Background: an optimization exercise with open tools, aiming at small area, a short achievable clock period and few clock cycles. Do not read the settings as production practice.
Function was checked by simulation only, so behaviour that the tests miss may differ from the original.
Power figures rest on the tool's default switching activity, not on a simulated workload.

==> flow/design.v <==
module LCD_CTRL (
  input              clk,
  input              reset,
  input        [3:0] cmd,
  input              cmd_valid,
  input        [7:0] IROM_Q,
  output logic       IROM_rd,
  output logic [5:0] IROM_A,
  output logic       IRAM_valid,
  output logic [7:0] IRAM_D,
  output logic [5:0] IRAM_A,
  output logic       busy,
  output logic       done
);
  logic [7:0]  img [64];
  logic [63:0] vld;
  logic [2:0] x, y;           
  logic [1:0] ra, rb, ca, cb;
  logic [1:0] dra, drb, dca, dcb;   
  logic       dirty;                
  logic [7:0] W [4];          
  logic [3:0] Wv;             
  logic [3:0] rl;             
  logic       pend;           
  logic       is_alu;         
  logic [1:0] alu_op;         
  logic [3:0] from1;          
  logic       wr_act;         
  logic [3:0] rs [2], cs [2];
  logic [5:0] wa [4];
  always_comb
    for (int k = 0; k < 4; k++)
      wa[k] = {k[1] ? rb : ra, k[1], k[0] ? cb : ca, k[0]};
  logic [7:0] L  [4];
  logic [3:0] LV;
  always_comb
    for (int k = 0; k < 4; k++) begin
      L[k]  = 8'd0;
      LV[k] = 1'b0;
      for (int q = 0; q < 16; q++)
        if (rs[k / 2][q / 4] && cs[k % 2][q % 4]) begin
          L[k]  = L[k]  | img[(q / 4) * 16 + (k / 2) * 8 + (q % 4) * 2 + k % 2];
          LV[k] = LV[k] | vld[(q / 4) * 16 + (k / 2) * 8 + (q % 4) * 2 + k % 2];
        end
    end
  logic ready, exec, ldst, hit, is_avg;
  assign is_avg = is_alu && alu_op == 2'd2;
  assign ready = &Wv;
  assign exec  = pend & ready;
  assign ldst  = IROM_rd & !wr_act;
  logic [1:0] ik;
  assign ik  = {IROM_A[3], IROM_A[0]};
  assign hit = ldst && (IROM_A[5:4] == (IROM_A[3] ? rb : ra)) &&
                       (IROM_A[2:1] == (IROM_A[0] ? cb : ca)) &&
                       !(rl[ik] ? LV[ik] : Wv[ik]);
  logic [3:0] ldhit;
  always_comb
    for (int k = 0; k < 4; k++) ldhit[k] = hit && (ik == 2'(k));
  function automatic logic ge8(input logic [7:0] a, input logic [7:0] b);
    logic [7:0] g, p;
    logic [3:0] g2, p2;
    logic [1:0] g4, p4;
    for (int i = 0; i < 8; i++) begin
      g[i] = a[i] & ~b[i];
      p[i] = a[i] | ~b[i];
    end
    for (int i = 0; i < 4; i++) begin
      g2[i] = g[2*i+1] | (p[2*i+1] & g[2*i]);
      p2[i] = p[2*i+1] & p[2*i];
    end
    for (int i = 0; i < 2; i++) begin
      g4[i] = g2[2*i+1] | (p2[2*i+1] & g2[2*i]);
      p4[i] = p2[2*i+1] & p2[2*i];
    end
    ge8 = g4[1] | (p4[1] & (g4[0] | p4[0]));
  endfunction
  logic c01, c02, c03, c12, c13, c23;   
  assign c01 = ge8(W[0], W[1]);
  assign c02 = ge8(W[0], W[2]);
  assign c03 = ge8(W[0], W[3]);
  assign c12 = ge8(W[1], W[2]);
  assign c13 = ge8(W[1], W[3]);
  assign c23 = ge8(W[2], W[3]);
  logic [3:0] mx, mn;
  assign mx[0] =  c01 &  c02 &  c03;
  assign mx[1] = !c01 &  c12 &  c13;
  assign mx[2] = !c02 & !c12 &  c23;
  assign mx[3] = !c03 & !c13 & !c23;
  assign mn[0] = !c01 & !c02 & !c03;
  assign mn[1] =  c01 & !c12 & !c13;
  assign mn[2] =  c02 &  c12 & !c23;
  assign mn[3] =  c03 &  c13 &  c23;
  logic [9:0] sum;
  logic [7:0] avg;
  assign sum = 10'(W[0]) + 10'(W[1]) + 10'(W[2]) + 10'(W[3]);
  assign avg = sum[9:2];
  logic [3:0] s;
  always_comb
    for (int i = 0; i < 4; i++)
      s[i] = (alu_op == 2'd0) ? mx[i] : (alu_op == 2'd1) ? mn[i] : 1'b0;
  logic [7:0] wb [4];
  always_comb
    for (int k = 0; k < 4; k++) begin
      wb[k] = is_avg ? avg : 8'd0;
      for (int i = 0; i < 4; i++)
        if ((is_alu && s[i]) ||
            (!is_alu && i == (k ^ 1) && from1[k]) ||
            (!is_alu && i == (k ^ 2) && !from1[k]))
          wb[k] = wb[k] | W[i];
    end
  always_ff @(posedge clk)
    for (int k = 0; k < 4; k++)
      if (exec)          W[k] <= wb[k];
      else if (ldhit[k]) W[k] <= IROM_Q;
      else if (rl[k])    W[k] <= L[k];
  logic [3:0] nWv;
  always_comb
    for (int k = 0; k < 4; k++)
      nWv[k] = ldhit[k] | (rl[k] ? LV[k] : Wv[k]);
  always_ff @(posedge clk or posedge reset)
    if (reset) Wv <= 4'd0;
    else Wv <= nWv;
  for (genvar p = 0; p < 64; p++) begin : g_pix
    localparam int R = p / 8, C = p % 8, KC = (R % 2) * 2 + (C % 2);
    logic wen;
    assign wen = dirty && ((R % 2) ? (R / 2 == drb) : (R / 2 == dra)) &&
                          ((C % 2) ? (C / 2 == dcb) : (C / 2 == dca));
    always_ff @(posedge clk)
      if (wen) img[p] <= W[KC];
    always_ff @(posedge clk or posedge reset)
      if (reset) vld[p] <= 1'b0;
      else if (hit && IROM_A == 6'(p)) vld[p] <= 1'b1;
  end
  logic       acc, is_wr, is_data, wr_start;
  logic [15:0] c;            
  always_comb
    for (int i = 0; i < 16; i++) c[i] = (cmd == 4'(i));
  assign acc      = cmd_valid & !busy;
  assign is_wr    = c[0] | c[12] | c[13] | c[14] | c[15];
  assign is_data  = |c[11:5];
  assign wr_start = acc & is_wr;
  logic       mu, md, ml, mr;       
  assign mu = acc && c[1] && y != 3'd1;
  assign md = acc && c[2] && y != 3'd7;
  assign ml = acc && c[3] && x != 3'd1;
  assign mr = acc && c[4] && x != 3'd7;
  logic [2:0] ym1, yp1, xm1, xp1, ym2, xm2;
  assign ym1 = y - 3'd1;
  assign yp1 = y + 3'd1;
  assign ym2 = y - 3'd2;
  assign xm1 = x - 3'd1;
  assign xp1 = x + 3'd1;
  assign xm2 = x - 3'd2;
  logic [2:0] nx, ny;
  logic [1:0] nra, nrb, nca, ncb;
  logic [3:0] nrl;
  logic [5:0] na;
  always_comb begin
    nx  = x;
    ny  = y;
    nra = ra;
    nrb = rb;
    nca = ca;
    ncb = cb;
    nrl = 4'd0;
    na  = 6'd0;
    if (mu) begin
      ny  = ym1;
      nra = ym1[2:1];
      nrb = ym2[2:1];
      nrl = y[0] ? 4'b1100 : 4'b0011;
      na  = {ym2, ca, 1'b0};
    end
    if (md) begin
      ny  = yp1;
      nra = yp1[2:1];
      nrb = y[2:1];
      nrl = y[0] ? 4'b0011 : 4'b1100;
      na  = {yp1, ca, 1'b0};
    end
    if (ml) begin
      nx  = xm1;
      nca = xm1[2:1];
      ncb = xm2[2:1];
      nrl = x[0] ? 4'b1010 : 4'b0101;
      na  = {ra, 1'b0, xm2};
    end
    if (mr) begin
      nx  = xp1;
      nca = xp1[2:1];
      ncb = x[2:1];
      nrl = x[0] ? 4'b0101 : 4'b1010;
      na  = {ra, 1'b0, xp1};
    end
  end
  logic       cw_cls;
  logic [3:0] nfrom1;
  assign cw_cls = c[9] ^ x[0] ^ y[0];
  always_comb
    for (int k = 0; k < 4; k++)
      nfrom1[k] = c[11] | ((c[8] | c[9]) & ((k[1] == k[0]) ^ cw_cls));
  logic spec, fast, nwr;
  assign fast = wr_start & spec & !vld[0];
  assign nwr  = wr_start | (wr_act & (IROM_A != 6'd63));
  logic [5:0] nrd, wpix;
  assign nrd  = (wr_start & !fast) ? 6'd0 : IROM_A + 6'd1;
  assign wpix = wr_act ? IROM_A + 6'd1 : {5'd0, spec & !vld[0]};
  function automatic logic [3:0] oh(input logic [1:0] v);
    oh = 4'b1 << v;
  endfunction
  always_ff @(posedge clk) begin
    rs[0] <= mu ? oh(ym1[2:1]) : md ? oh(yp1[2:1]) : (ml | mr) ? oh(ra) : oh(wpix[5:4]);
    rs[1] <= mu ? oh(ym2[2:1]) : md ? oh(y[2:1])   : (ml | mr) ? oh(rb) : oh(wpix[5:4]);
    cs[0] <= ml ? oh(xm1[2:1]) : mr ? oh(xp1[2:1]) : (mu | md) ? oh(ca) : oh(wpix[2:1]);
    cs[1] <= ml ? oh(xm2[2:1]) : mr ? oh(x[2:1])   : (mu | md) ? oh(cb) : oh(wpix[2:1]);
  end
  logic npend;
  assign npend   = acc ? is_data : (pend & !exec);
  always_ff @(posedge clk or posedge reset)
    if (reset) begin
      x      <= 3'd4;
      y      <= 3'd4;
      ra     <= 2'd2;
      rb     <= 2'd1;
      ca     <= 2'd2;
      cb     <= 2'd1;
      dirty  <= 1'b0;
      rl     <= 4'd0;
      pend   <= 1'b0;
      wr_act <= 1'b0;
    end else begin
      x      <= nx;
      y      <= ny;
      ra     <= nra;
      rb     <= nrb;
      ca     <= nca;
      cb     <= ncb;
      dirty  <= exec | hit;
      rl     <= nrl;
      wr_act <= nwr;
      pend   <= npend;
    end
  always_ff @(posedge clk) begin
    dra   <= ra;
    drb   <= rb;
    dca   <= ca;
    dcb   <= cb;
    if (acc) begin
      is_alu <= c[5] | c[6] | c[7];
      alu_op <= {c[7], c[6]};
      from1  <= nfrom1;
    end
  end
  logic [3:0] need;
  assign need = ~nWv;
  logic mv;
  assign mv = mu | md | ml | mr;
  always_ff @(posedge clk or posedge reset)
    if (reset) begin
      IROM_rd <= 1'b0;
      spec    <= 1'b0;
    end else begin
      IROM_rd <= (wr_start | wr_act) ? nwr : 1'b1;
      spec    <= !(wr_start | wr_act | mv) & !(|need);
    end
  always_ff @(posedge clk)
    if (wr_start | wr_act) IROM_A <= nrd;
    else if (mv)           IROM_A <= na;
    else if (need[0])      IROM_A <= wa[0];
    else if (need[1])      IROM_A <= wa[1];
    else if (need[2])      IROM_A <= wa[2];
    else if (need[3])      IROM_A <= wa[3];
    else                   IROM_A <= 6'd0;
  logic [1:0] wk;
  logic       inwin, pv;
  logic [7:0] pd;
  assign wk    = {IROM_A[3], IROM_A[0]};
  assign inwin = (IROM_A == wa[wk]);
  assign pv    = inwin ? Wv[wk] : LV[wk];
  assign pd    = inwin ? W[wk] : L[wk];
  always_ff @(posedge clk or posedge reset)
    if (reset) begin
      IRAM_valid <= 1'b0;
      done       <= 1'b0;
      busy       <= 1'b0;
    end else begin
      IRAM_valid <= wr_act | fast;
      done       <= IRAM_valid && !wr_act;
      busy       <= nwr | IRAM_valid | (npend & !(&nWv));
    end
  always_ff @(posedge clk) begin
    IRAM_A <= IROM_A;
    IRAM_D <= (pv & !fast) ? pd : IROM_Q;
  end
endmodule
export LEC_CHECK = 0
export CAP_MARGIN = 20
export CORE_MARGIN = 2
export CORE_UTILIZATION = 50
export CTS_CLUSTER_DIAMETER = 120
export CTS_CLUSTER_SIZE = 25
export SLEW_MARGIN = 20
create_clock -name core_clock -period 12.0 [get_ports {clk}]
standard.sh (not shown) runs the stock make flow with config.mk's settings and CLKGATE_MAP_FILE= SYNTH_SCRIPT=/design/flow/synth_recipe.tcl, a recipe that flattens the netlist after the stock synthesis.
==> flow/flow/run.sh <==
#!/bin/bash
# Standard layout, with plain port buffers and timing repair aiming past the clock period.
set -euo pipefail
bash standard.sh SETUP_SLACK_MARGIN=8.4 "BUFFER_PORTS_ARGS=-buffer_cell sky130_fd_sc_hd__buf_4" finish > make.log 2>&1
Testbench counts at the start, summed over its fixed seeds: cycles 5,572.
Then changed:
--- a/flow/design.v
+++ b/flow/design.v
@@ -27,4 +27,5 @@
   logic [3:0] from1;          
   logic       wr_act;         
+  logic       avgok, uni;     
   logic [3:0] rs [2], cs [2];
   logic [5:0] wa [4];
@@ -46,5 +47,5 @@
   logic ready, exec, ldst, hit, is_avg;
   assign is_avg = is_alu && alu_op == 2'd2;
-  assign ready = &Wv;
+  assign ready = &Wv && (!is_avg || uni || avgok);
   assign exec  = pend & ready;
   assign ldst  = IROM_rd & !wr_act;
@@ -92,7 +93,8 @@
   assign mn[3] =  c03 &  c13 &  c23;
   logic [9:0] sum;
-  logic [7:0] avg;
+  logic [7:0] AVGR, avg;
   assign sum = 10'(W[0]) + 10'(W[1]) + 10'(W[2]) + 10'(W[3]);
-  assign avg = sum[9:2];
+  assign avg = uni ? W[0] : AVGR;
+  always_ff @(posedge clk) AVGR <= sum[9:2];
   logic [3:0] s;
   always_comb
@@ -215,6 +217,9 @@
     cs[1] <= ml ? oh(xm2[2:1]) : mr ? oh(x[2:1])   : (mu | md) ? oh(cb) : oh(wpix[2:1]);
   end
-  logic npend;
+  logic npend, nis_avg, navgok, nuni;
   assign npend   = acc ? is_data : (pend & !exec);
+  assign nis_avg = acc ? c[7] : is_avg;
+  assign navgok  = !(hit | (|rl));
+  assign nuni    = (exec & is_alu) | (uni & !(hit | (|rl)));
   always_ff @(posedge clk or posedge reset)
     if (reset) begin
@@ -227,4 +232,5 @@
       dirty  <= 1'b0;
       rl     <= 4'd0;
+      uni    <= 1'b0;
       pend   <= 1'b0;
       wr_act <= 1'b0;
@@ -238,4 +244,5 @@
       dirty  <= exec | hit;
       rl     <= nrl;
+      uni    <= nuni;
       wr_act <= nwr;
       pend   <= npend;
@@ -246,4 +253,5 @@
     dca   <= ca;
     dcb   <= cb;
+    avgok <= navgok;
     if (acc) begin
       is_alu <= c[5] | c[6] | c[7];
@@ -287,5 +295,5 @@
       IRAM_valid <= wr_act | fast;
       done       <= IRAM_valid && !wr_act;
-      busy       <= nwr | IRAM_valid | (npend & !(&nWv));
+      busy       <= nwr | IRAM_valid | (npend & !(&nWv && (!nis_avg || nuni || navgok)));
     end
   always_ff @(posedge clk) begin
Synthesized area grows by 1.9%.
Total power shrinks by 15%.
Critical path depth shrinks by 1.
Fmax hardly moves.
Routed wire length grows by 0.66%.
Clock power hardly moves.
Setup slack gets better by 0.0071 ns.
Synthesized cell count grows by 2.7%.
Via count grows by about 1.3%.
Design area grows by 1.2%.
Die area grows by 1.9%.
Final cell count grows by about 1.7%.
Testbench counts after the change, summed over its fixed seeds: cycles 5,646.

-- what the ideal ports hide --
No port has a modelled driver above. Below, the same layouts with a new extraction and two added sets of constraints. Step 1 assumes that a clkbuf_16 drives the clock port and a buf_2 every other input. Step 2, shift: input delay + t, output delay - t, t = (earliest + latest rising clock arrival at the registers) / 2. This alone moves slack from input paths to output paths. Three values: ideal, step 1, step 2; two values: the first two.
| run | t (ns) | slack for setup (ns) | hold WS [ns] | worst setup path at the end | clock arrival spread, ns |
|---|---|---|---|---|---|
| the first run | 0.707 | 8.363 / 8.301 / 7.808 | 0.469 / 0.469 / 0.469 | input to register | 0.050 / 0.050 |
| the second run | 0.714 | 8.370 / 8.306 / 7.807 | 0.466 / 0.466 / 0.466 | input to register | 0.025 / 0.025 |
After both steps every run listed still meets setup and hold. The setup slack of the second run, which loses most, moves by -0.064 ns with the drivers and by -0.563 ns with both steps.
